Context: an optimization exercise on an open-source flow, tuned for small area. The choices shown serve that exercise and are no tape-out recipe.
Only simulation tests tie the RTL to the original design; equivalence was not proved.
The clock cells of this run come from the design's own scripts or RTL, not from TritonCTS.
The clock input has no modelled driver; a real chip could not lean on it and would need a root buffer or a full tree.
Power is estimated from default activity; no workload was simulated.

## flow/design.v

```verilog
module stopwatch(
    input            CLOCK_50,
    input      [3:0] KEY,
    input      [9:0] SW,
    output     [6:0] HEX0, HEX1, HEX2, HEX3
);
    function [4:0] digit_next;
        input [3:0] q;
        input en, rst;
        digit_next = {
            (q[1] & ~q[2] & ~q[3] & en),
            (rst) | (~q[0] & q[3]) | (q[3] & ~en) | (~q[0] & q[1] & en),
            (q[2] & ~en & ~rst) | (~q[0] & q[2] & ~rst) | (q[0] & ~q[3] & en & ~rst),
            (~q[0] & en) | (rst) | (q[1] & ~en),
            (q[0] & ~en & ~rst) | (q[0] & ~q[2] & ~rst) | (~q[0] & q[3] & en & ~rst)};
    endfunction
    function [6:0] seg;
        input [3:0] q;
        seg = {
            (~q[2] & q[3]) | (q[0] & q[1]),
            (q[0]),
            ~((~q[1] & ~q[2]) | (~q[0] & q[3])),
            (~q[0] & ~q[1] & q[2]) | (q[0] & q[1]),
            (q[0] & ~q[1] & ~q[2]),
            (~q[0] & q[1] & q[2]),
            (~q[0] & ~q[1] & q[2]) | (q[0] & q[1] & ~q[2])};
    endfunction
    reg [2:0] ss_sync;
    reg [2:0] rst_sync;
    always @(posedge CLOCK_50) begin
        ss_sync  <= {ss_sync[1:0],  KEY[0]};
        rst_sync <= {rst_sync[1:0], KEY[1]};
    end
    wire ss  = ss_sync[1]  & ~ss_sync[2];
    wire rst = rst_sync[1] & ~rst_sync[2];
    reg running;
    always @(posedge CLOCK_50)
        running <= ~rst & (running ^ ss);
    reg [3:0] pre;
    wire [3:0] q = pre;
    wire run = running;
    wire tick = (q[0] & ~q[1] & q[3]);
    always @(posedge CLOCK_50)
        pre <= {~((~q[3] & ~run) | (q[3] & run) | (rst) | (q[0] & ~q[1] & q[3])), (q[2] & ~run & ~rst) | (~q[0] & run & ~rst), (q[1] & ~run & ~rst) | (q[2] & run & ~rst), (q[0] & ~q[3] & ~run & ~rst) | (q[1] & ~rst) | (q[2] & run & ~rst)};
    reg [3:0] d0, d1, d2, d3, d4, d5;
    wire [4:0] n0 = digit_next(d0, tick, rst);
    wire [4:0] n1 = digit_next(d1, n0[4], rst);
    wire [4:0] n2 = digit_next(d2, n1[4], rst);
    wire [4:0] n3 = digit_next(d3, n2[4], rst);
    wire [4:0] n4 = digit_next(d4, n3[4], rst);
    wire [4:0] n5 = digit_next(d5, n4[4], rst);
    always @(posedge CLOCK_50) begin
        d0 <= n0[3:0];
        d1 <= n1[3:0];
        d2 <= n2[3:0];
        d3 <= n3[3:0];
        d4 <= n4[3:0];
        d5 <= n5[3:0];
    end
    assign HEX3 = seg(SW[0] ? d5 : d3);
    assign HEX2 = seg(SW[0] ? d4 : d2);
    assign HEX1 = seg(SW[0] ? d3 : d1);
    assign HEX0 = seg(SW[0] ? d2 : d0);
endmodule
```

## flow/flow/run.sh

```bash
#!/bin/bash
# Own layout flow: the standard ORFS flow with these changes.
#  2. Port buffers are sky130_fd_sc_hd__buf_1 (every port still gets a buffer).
#  3. Clock tree: flow/cts_pre.tcl replaces TritonCTS with two clkbuf_8
#     buffers, each driving the clock pins of one half of the flip-flops.
#  5. flow/resize_pre.tcl keeps large buffers out of placement repair.
# Each tool's output goes to its own log file in the work folder.
set -euo pipefail
W=$(pwd)
export BUFFER_PORTS_ARGS="-buffer_cell sky130_fd_sc_hd__buf_1"
export PRE_CTS_TCL="$W/flow/cts_pre.tcl"
export PRE_RESIZE_TCL="$W/flow/resize_pre.tcl"
export OWN_CLKBUF=sky130_fd_sc_hd__clkbuf_8
export OWN_CLKBUF_LEVELS=1
make -C "$FLOW_HOME" DESIGN_CONFIG="$W/config.mk" WORK_HOME="$W/orfs" CLKGATE_MAP_FILE= \
  SYNTH_SCRIPT="$W/flow/synth.tcl" ADDER_MAP_FILE= finish > "$W/orfs_make.log" 2>&1
R="$W/orfs/results/$FLOW_PLATFORM/stopwatch/base"
: # left out here: write the final layout as DEF
```

## flow/flow/abc01.script

```
strash
balance; rewrite; refactor; balance; rewrite; rewrite -z; balance; refactor -z; rewrite -z; balance
balance -l; resub -K 6 -l; rewrite -l; resub -K 6 -N 2 -l; refactor -l; resub -K 8 -l; balance -l; resub -K 8 -N 2 -l; rewrite -l; resub -K 10 -l; rewrite -z -l; resub -K 10 -N 2 -l; balance -l; resub -K 12 -l; refactor -z -l; resub -K 12 -N 2 -l; rewrite -z -l; balance -l
balance; rewrite; refactor; balance; rewrite; rewrite -z; balance; refactor -z; rewrite -z; balance
balance -l; resub -K 6 -l; rewrite -l; resub -K 6 -N 2 -l; refactor -l; resub -K 8 -l; balance -l; resub -K 8 -N 2 -l; rewrite -l; resub -K 10 -l; rewrite -z -l; resub -K 10 -N 2 -l; balance -l; resub -K 12 -l; refactor -z -l; resub -K 12 -N 2 -l; rewrite -z -l; balance -l
dch -f
amap
topo
```

## flow/flow/abc02.script

```
strash
balance -l; resub -K 6 -l; rewrite -l; resub -K 6 -N 2 -l; refactor -l; resub -K 8 -l; balance -l; resub -K 8 -N 2 -l; rewrite -l; resub -K 10 -l; rewrite -z -l; resub -K 10 -N 2 -l; balance -l; resub -K 12 -l; refactor -z -l; resub -K 12 -N 2 -l; rewrite -z -l; balance -l
balance -l; resub -K 6 -l; rewrite -l; resub -K 6 -N 2 -l; refactor -l; resub -K 8 -l; balance -l; resub -K 8 -N 2 -l; rewrite -l; resub -K 10 -l; rewrite -z -l; resub -K 10 -N 2 -l; balance -l; resub -K 12 -l; refactor -z -l; resub -K 12 -N 2 -l; rewrite -z -l; balance -l
dch -f
amap
topo
```

## flow/flow/abc03.script

```
strash
fraig
balance -l; resub -K 6 -l; rewrite -l; resub -K 6 -N 2 -l; refactor -l; resub -K 8 -l; balance -l; resub -K 8 -N 2 -l; rewrite -l; resub -K 10 -l; rewrite -z -l; resub -K 10 -N 2 -l; balance -l; resub -K 12 -l; refactor -z -l; resub -K 12 -N 2 -l; rewrite -z -l; balance -l
balance -l; resub -K 6 -l; rewrite -l; resub -K 6 -N 2 -l; refactor -l; resub -K 8 -l; balance -l; resub -K 8 -N 2 -l; rewrite -l; resub -K 10 -l; rewrite -z -l; resub -K 10 -N 2 -l; balance -l; resub -K 12 -l; refactor -z -l; resub -K 12 -N 2 -l; rewrite -z -l; balance -l
dch -f
amap -m
topo
```

## flow/flow/abc04.script

```
strash
balance -l; resub -K 6 -l; rewrite -l; resub -K 6 -N 2 -l; refactor -l; resub -K 8 -l; balance -l; resub -K 8 -N 2 -l; rewrite -l; resub -K 10 -l; rewrite -z -l; resub -K 10 -N 2 -l; balance -l; resub -K 12 -l; refactor -z -l; resub -K 12 -N 2 -l; rewrite -z -l; balance -l
balance -l; resub -K 6 -l; rewrite -l; resub -K 6 -N 2 -l; refactor -l; resub -K 8 -l; balance -l; resub -K 8 -N 2 -l; rewrite -l; resub -K 10 -l; rewrite -z -l; resub -K 10 -N 2 -l; balance -l; resub -K 12 -l; refactor -z -l; resub -K 12 -N 2 -l; rewrite -z -l; balance -l
balance -l; resub -K 6 -l; rewrite -l; resub -K 6 -N 2 -l; refactor -l; resub -K 8 -l; balance -l; resub -K 8 -N 2 -l; rewrite -l; resub -K 10 -l; rewrite -z -l; resub -K 10 -N 2 -l; balance -l; resub -K 12 -l; refactor -z -l; resub -K 12 -N 2 -l; rewrite -z -l; balance -l
balance -l; resub -K 6 -l; rewrite -l; resub -K 6 -N 2 -l; refactor -l; resub -K 8 -l; balance -l; resub -K 8 -N 2 -l; rewrite -l; resub -K 10 -l; rewrite -z -l; resub -K 10 -N 2 -l; balance -l; resub -K 12 -l; refactor -z -l; resub -K 12 -N 2 -l; rewrite -z -l; balance -l
dch -f
amap
topo
```

## flow/flow/abc05.script

```
strash
balance -l; resub -K 6 -l; rewrite -l; resub -K 6 -N 2 -l; refactor -l; resub -K 8 -l; balance -l; resub -K 8 -N 2 -l; rewrite -l; resub -K 10 -l; rewrite -z -l; resub -K 10 -N 2 -l; balance -l; resub -K 12 -l; refactor -z -l; resub -K 12 -N 2 -l; rewrite -z -l; balance -l
&get -n
&dch -f
&nf -R 1000
&put
topo
```

## flow/flow/abc06.script

```
strash
balance; rewrite; refactor; balance; rewrite; rewrite -z; balance; refactor -z; rewrite -z; balance
balance -l; resub -K 6 -l; rewrite -l; resub -K 6 -N 2 -l; refactor -l; resub -K 8 -l; balance -l; resub -K 8 -N 2 -l; rewrite -l; resub -K 10 -l; rewrite -z -l; resub -K 10 -N 2 -l; balance -l; resub -K 12 -l; refactor -z -l; resub -K 12 -N 2 -l; rewrite -z -l; balance -l
balance; rewrite; refactor; balance; rewrite; rewrite -z; balance; refactor -z; rewrite -z; balance
balance -l; resub -K 6 -l; rewrite -l; resub -K 6 -N 2 -l; refactor -l; resub -K 8 -l; balance -l; resub -K 8 -N 2 -l; rewrite -l; resub -K 10 -l; rewrite -z -l; resub -K 10 -N 2 -l; balance -l; resub -K 12 -l; refactor -z -l; resub -K 12 -N 2 -l; rewrite -z -l; balance -l
dch -f
amap
mfs -a -W 6
strash
dch -f
amap
topo
```

## flow/flow/abc07.script

```
strash
dch
map -a
topo
```

## flow/flow/abc08.script

```
strash
balance; rewrite; refactor; balance; rewrite; rewrite -z; balance; refactor -z; rewrite -z; balance
balance -l; resub -K 6 -l; rewrite -l; resub -K 6 -N 2 -l; refactor -l; resub -K 8 -l; balance -l; resub -K 8 -N 2 -l; rewrite -l; resub -K 10 -l; rewrite -z -l; resub -K 10 -N 2 -l; balance -l; resub -K 12 -l; refactor -z -l; resub -K 12 -N 2 -l; rewrite -z -l; balance -l
balance; rewrite; refactor; balance; rewrite; rewrite -z; balance; refactor -z; rewrite -z; balance
balance -l; resub -K 6 -l; rewrite -l; resub -K 6 -N 2 -l; refactor -l; resub -K 8 -l; balance -l; resub -K 8 -N 2 -l; rewrite -l; resub -K 10 -l; rewrite -z -l; resub -K 10 -N 2 -l; balance -l; resub -K 12 -l; refactor -z -l; resub -K 12 -N 2 -l; rewrite -z -l; balance -l
&get -n
&dch -f
&nf -R 1000 -F 8 -A 4 -p
&put
topo
```

## flow/flow/abc09.script

```
strash
balance -l; resub -K 6 -l; rewrite -l; resub -K 6 -N 2 -l; refactor -l; resub -K 8 -l; balance -l; resub -K 8 -N 2 -l; rewrite -l; resub -K 10 -l; rewrite -z -l; resub -K 10 -N 2 -l; balance -l; resub -K 12 -l; refactor -z -l; resub -K 12 -N 2 -l; rewrite -z -l; balance -l
balance -l; resub -K 6 -l; rewrite -l; resub -K 6 -N 2 -l; refactor -l; resub -K 8 -l; balance -l; resub -K 8 -N 2 -l; rewrite -l; resub -K 10 -l; rewrite -z -l; resub -K 10 -N 2 -l; balance -l; resub -K 12 -l; refactor -z -l; resub -K 12 -N 2 -l; rewrite -z -l; balance -l
dch -f
amap
strash
dch -f
amap
topo
```

## flow/flow/abc10.script

```
strash
balance -l; resub -K 6 -l; rewrite -l; resub -K 6 -N 2 -l; refactor -l; resub -K 8 -l; balance -l; resub -K 8 -N 2 -l; rewrite -l; resub -K 10 -l; rewrite -z -l; resub -K 10 -N 2 -l; balance -l; resub -K 12 -l; refactor -z -l; resub -K 12 -N 2 -l; rewrite -z -l; balance -l
balance -l; resub -K 6 -l; rewrite -l; resub -K 6 -N 2 -l; refactor -l; resub -K 8 -l; balance -l; resub -K 8 -N 2 -l; rewrite -l; resub -K 10 -l; rewrite -z -l; resub -K 10 -N 2 -l; balance -l; resub -K 12 -l; refactor -z -l; resub -K 12 -N 2 -l; rewrite -z -l; balance -l
amap
topo
```

## flow/flow/cts_pre.tcl

```tcl
set ::own_clkbuf_cell sky130_fd_sc_hd__clkbuf_4
set ::own_clkbuf_levels 2
if {[info exists ::env(OWN_CLKBUF)]} { set ::own_clkbuf_cell $::env(OWN_CLKBUF) }
if {[info exists ::env(OWN_CLKBUF_LEVELS)]} { set ::own_clkbuf_levels $::env(OWN_CLKBUF_LEVELS) }

proc own_bisect {items level} {
  if {$level == 0 || [llength $items] < 2} { return [list $items] }
  set axis [expr {$level % 2}]
  set s [lsort -integer -index $axis $items]
  set h [expr {[llength $s] / 2}]
  return [concat [own_bisect [lrange $s 0 [expr {$h - 1}]] [expr {$level - 1}]] \
                 [own_bisect [lrange $s $h end] [expr {$level - 1}]]]
}

proc clock_tree_synthesis {args} {
  set db [ord::get_db]
  set block [ord::get_db_block]
  set master [$db findMaster $::own_clkbuf_cell]
  set clk_net [[[$block findBTerm CLOCK_50] getNet] getName]
  set clk_net [$block findNet $clk_net]
  set keyed {}
  foreach it [$clk_net getITerms] {
    if {[$it isInputSignal]} {
      set box [[$it getInst] getBBox]
      lappend keyed [list [expr {([$box xMin] + [$box xMax]) / 2}] \
                          [expr {([$box yMin] + [$box yMax]) / 2}] $it]
    }
  }
  set g 0
  foreach grp [own_bisect $keyed $::own_clkbuf_levels] {
    set sx 0; set sy 0
    foreach k $grp { incr sx [lindex $k 0]; incr sy [lindex $k 1] }
    set cx [expr {$sx / [llength $grp]}]
    set cy [expr {$sy / [llength $grp]}]
    set net [odb::dbNet_create $block "clknet_own_$g"]
    $net setSigType CLOCK
    set inst [odb::dbInst_create $block $master "clkbuf_own_$g"]
    $inst setLocation $cx $cy
    $inst setPlacementStatus PLACED
    [$inst findITerm A] connect $clk_net
    [$inst findITerm X] connect $net
    foreach k $grp {
      set it [lindex $k 2]
      $it disconnect
      $it connect $net
    }
    incr g
  }
  puts "own clock tree: $g x $::own_clkbuf_cell for [llength $keyed] flip-flops"
  set_propagated_clock [all_clocks]
}
```

## flow/flow/resize_pre.tcl

```tcl
# PRE_RESIZE_TCL hook: keep large buffers out of repair_design, so that a
# high-fanout net is fixed with a small buffer or a resized driver.
set_dont_use {sky130_fd_sc_hd__buf_4 sky130_fd_sc_hd__buf_6 sky130_fd_sc_hd__buf_8 sky130_fd_sc_hd__buf_12 sky130_fd_sc_hd__buf_16 sky130_fd_sc_hd__bufbuf_8 sky130_fd_sc_hd__bufbuf_16}
```

## flow/flow/synth.tcl

```tcl
set abc_scripts_own [lsort [glob [file join [file dirname [file normalize [info script]]] abc*.script]]]
proc synth {args} { yosys synth -nofsm -noshare {*}$args }
proc abc {args} {
  set j [lsearch -exact $args -D]
  if {$j >= 0} { set args [lreplace $args $j [expr {$j + 1}]] }
  set k [lsearch -exact $args -liberty]
  set lib [lindex $args [expr {$k + 1}]]
  set i [lsearch -exact $args -script]
  yosys design -save own_pre_abc
  set best ""
  set best_area 1e18
  foreach s $::abc_scripts_own {
    yosys design -load own_pre_abc
    yosys abc {*}[lreplace $args $i [expr {$i + 1}] -script $s]
    yosys opt_clean
    set st [yosys tee -q -s result.string stat -liberty $lib]
    regexp {Chip area for module[^:]*: ([0-9.]+)} $st -> area
    puts "own abc: $s area $area"
    if {$area < $best_area} {
      set best_area $area
      set best $s
      yosys design -save own_best_abc
    }
  }
  puts "own abc: kept $best area $best_area"
  yosys design -load own_best_abc
}
source $::env(SCRIPTS_DIR)/synth.tcl
# left out here: clear keep_hierarchy, flatten, clean up, hide names made inside functions, write 1_2_yosys.v
```

## flow/standard.sh

```bash
#!/bin/bash
# synth_recipe.tcl (not shown) runs the flow's synth.tcl, then flattens the netlist and writes it again
# the make line also repeats each setting of config.mk as NAME=value (left out here)
make -C /OpenROAD-flow-scripts/flow DESIGN_CONFIG=/design/flow/config.mk WORK_HOME=/design/flow/orfs CLKGATE_MAP_FILE= SYNTH_SCRIPT=/design/flow/synth_recipe.tcl "${@:-finish}"
```

## flow/config.mk

```make
export PLATFORM = sky130hd
export DESIGN_NAME = stopwatch
export DESIGN_NICKNAME = stopwatch
export VERILOG_FILES = /design/flow/design.v
export SDC_FILE = /design/flow/constraint.sdc
export NUM_CORES = 4
export LEC_CHECK = 0
export ABC_AREA = 1
export CAP_MARGIN = 0
export CORE_MARGIN = 2
export CORE_UTILIZATION = 40
export GPL_TIMING_DRIVEN = 0
export SETUP_SLACK_MARGIN = -1.0
export SLEW_MARGIN = 0
```

## flow/constraint.sdc

```tcl
create_clock -name core_clock -period 5.0 [get_ports {CLOCK_50}]
set_input_delay 1.0000 -clock core_clock [delete_from_list [all_inputs] [get_ports {CLOCK_50}]]
set_output_delay 1.0000 -clock core_clock [all_outputs]
set_load 0.01 [all_outputs]
```

==> Implementation_results.wiki <==
{| class="wikitable"
! Metric !! Value
|-
| Run status || finished clean
|-
| Cell Count, Final, Fillers Out || around 250
|-
| Number of warnings issued by yosys || 1
|-
| Overall die width || about 64 um
|-
| Starting density of the core || a little over two fifths
|-
| Synthesized flop and latch total || 35
|-
| Worst ir drop on vdd || about 0.12 mV
|-
| Worst endpoint data arrival time || 3150 ps
|-
| Floorplan Core Area || 3390 um2
|-
| Netlist cell types || 17
|-
| # diodes || 0
|-
| Maximum clock frequency || roughly 240 MHz
|-
| Hold bufs inserted after CTS || 0
|-
| CP Cell Sequence || buf_1 -> clkinv_1 -> o22ai_1 -> clkinv_1 -> nor3_1 -> buf_1
|-
| Setup repair after global routing missed its margin || no
|-
| WL per Instance || roughly 13 um
|-
| Routed via count || approximately 1400
|-
| Class of the worst hold path || flop to flop
|-
| Portion of total power attributed to sequential cells || approximately 63%
|-
| Share of synthesized area occupied by flip-flops and latches || approximately half
|-
| Post-route antenna net violation count || 0
|-
| Row Count || 21
|-
| Die height || 63.7 um
|-
| Count of buffers inserted at the top-level ports || 31
|-
| Combinational Power Share || 16.7%
|-
| Nets@finish || ~230
|-
| Vias per inst || roughly 5.5
|-
| Pin count of the biggest net entering global routing || 20
|-
| Worst reg2reg path startpoint || pre[0]
|-
| HPWL Detailed || around 2500 um
|-
| DRC viols || 0
|-
| GR Util met2 || 28.8%
|-
| Number of post-CTS setup repair buffers || 0
|-
| Mapped Area || ~1400 um2
|-
| Resized Gates After CTS || 0
|-
| Synthesized net count || 190
|-
| Vias in the first global route || between 1000 and 1500
|-
| Power density over the cells || between 300 and 400 nW/um2
|-
| Clock-pin slew reported for the worst setup and hold paths after clock tree synthesis || ~100 ps
|-
| Number of I/O pins || 43
|-
| Net switching component of the power || 0.142 mW
|-
| DP Area || ~1600 um2
|-
| Normalized max-slew margin || 40.2%
|-
| 1st-pass router iterations || 4
|-
| Int Power || 0.374 mW
|-
| RD Place Congestion || about 0.76
|-
| Period utilization || just over 80%
|-
| Hold Path End || ss_sync[1]
|-
| Part of the power in the clock network || about a fifth
|-
| Maximum cell stage delay along the critical path || between 500 and 600 ps
|-
| Met3 track demand over resource in global routing || less than 1%
|-
| Critical path capture point type || output pin
|-
| Maximum capacitance violations || 0
|-
| Cells on Worst Hold Path || 0
|-
| Worst R2R Path Depth || 15
|-
| Final total negative setup slack || 0 ps
|-
| Worst Tran Pin Value || 894 ps
|-
| GR Util All Layers || 16.2%
|-
| Fraction of final layout cells sized beyond drive strength 1 || less than 1%
|-
| Total power of the final layout || between 0.5 and 0.6 mW
|-
| Most congested layer reported by global routing || met2
|-
| Post-Place Cells || 252
|-
| Wire length of the first global-routing pass || 5560 um
|-
| Most common cell after layout, fill and taps aside || sky130_fd_sc_hd__dfxtp_1
|-
| Routed wire length || 3260 um
|-
| Final critical-path required period || slightly above 4000 ps
|-
| Crit-path max FO || 17
|-
| Area growth from synthesis to final layout || 14.1%
|-
| Slowest library cell on the worst path || sky130_fd_sc_hd__clkinv_1
|-
| Number of antenna violations at the first check in global routing || 0
|-
| Share of the core filled with cells || roughly 48%
|-
| Final Hold Viols || 0
|-
| Top library cells by usage in the layout, fill and taps aside || sky130_fd_sc_hd__dfxtp_1, sky130_fd_sc_hd__buf_1, sky130_fd_sc_hd__o21ai_0
|-
| Met1 track demand over resource in global routing || ~22%
|-
| Total gr overflow || 0
|-
| Clock tree skew after final layout || 3.18 ps
|-
| Clock latency on the worst-skew pair || between 150 and 200 ps
|-
| Fin. max-slew vios || 0
|-
| Gate count of the mapped netlist || 175
|-
| Switching power share of the total || 27.6%
|-
| Setup violations, final || 0
|-
| Startpoint kind of the worst setup timing path || primary input
|-
| Required arrival time at the worst endpoint || approximately 4000 ps
|-
| Kind of critical path || primary input to output pin
|-
| Die ar. || between 4000 and 5000 um2
|-
| Synth Area per Inst || a little over 8 um2
|-
| Endpoint of the worst register-to-register path || d5[2]
|-
| Final Cell Area || between 1500 and 2000 um2
|-
| Static Leak || around 0.55 nW
|-
| Register-to-register path setup slack || 1240 ps
|-
| DRT iter0 DRCs || 42
|-
| Hold Crit Start || ss_sync[0]
|}
critical path, delay by kind of cell:
kind / cells / cell delay (ps)
AOI/OAI and AO/OA: 1 / 420
buffers and inverters: 4 / 1480
and+or+nand+nor: 1 / 260
how the worst max path moves through the flow:
stage,start,endpoint,cells past startpoint
final,SW[0],HEX2[1],6
after floorplan,SW[0],HEX1[1],4
after global routing,pre[0],d5[2],15
after global placement,SW[0],HEX2[1],6
after CTS,SW[0],HEX2[1],6
after detailed placement,SW[0],HEX2[1],6
layout make-up:
class	count	area [um2]
fill	352	1760
sequential	35	701
multi-input combinational	130	689
timing repair buffer	31	116
tap	46	57.6
inverter	10	37.5
buffer	2	27.5
cells by family after synthesis:
family | Yosys count | synth area share, %
and+or+nand+nor | 54 | 17.4
AOI/OAI and AO/OA | 75 | 30.1
muxes | 1 | 0.701
DFF | 35 | 49.1
buffers and inverters | 10 | 2.63
layer usage:
metal / wire, um / share of wire (%)
met2: 1610 / 50
met4: 39 / 1.2
met5: 0 / 0
met1: 1510 / 46
met3: 95 / 2.9
per-stage QoR:
stage          setup slack (ps)  hold WS [ps]
5_1_grt                     560           346
4_1_cts                     838           342
6_report                    850           337
3_5_place_dp                849           316
2_1_floorplan              1910           310
3_3_place_gp                945           310
synth_stat cells, drive strengths merged:
master / count / area (um2)
nor3: 9 / 45.0
a2111oi: 1 / 8.76
nor2: 15 / 56.3
nand3: 4 / 20.0
dfxtp: 35 / 701
o21a: 4 / 30.0
o22ai: 16 / 100
nor2b: 2 / 12.5
a211oi: 7 / 52.6
nand2: 14 / 52.6
and2: 6 / 37.5
a21oi: 19 / 95.1
clkinv: 10 / 37.5
or2: 4 / 25.0
a221oi: 1 / 8.76
mux2i: 1 / 10.0
o21ai: 27 / 135
flip-flops by register name, summed over array words and instances (netlist names):
signal and cells:
d4 4, ss_sync 3, pre 4, d2 4
rst_sync 3, running 1, d3 4, d0 4
d5 4, d1 4
power groups by stage:
stage                     Clock [mW]  Sequential [mW]  Combinational, mW
final                          0.105            0.325             0.0861
after CTS                      0.110            0.325             0.0873
after floorplan                    0            0.325             0.0622
after global routing           0.120            0.330             0.0991
after detailed placement           0            0.331             0.0872
after global placement             0            0.329             0.0829

-- separate check: timing with driven ports --
The flow's constraints put no driver on any port. The routed layout listed below was extracted and timed again, unchanged, in two steps.
Step 1: set_driving_cell puts a clkbuf_16 on CLOCK_50 and a buf_2 on each other input, an assumption about the parent block.
Step 2 adds t to the input delays and takes it off the output delays; t is the mean of the earliest and latest rising clock arrival at the registers after step 1. Input paths then give back, and output paths get back, about the clock's delay inside the block.
Three values: ideal, step 1, step 2; two values: the first two.
t (ns): 0.194
setup slack, ns: 0.850 / 0.821 / 0.821
worst setup path at the end: input to output
cell pins on the clock port's net: 2
After both steps this run still meets setup and hold. The setup slack of this run moves by -0.029 ns with the drivers and by -0.029 ns with both steps.
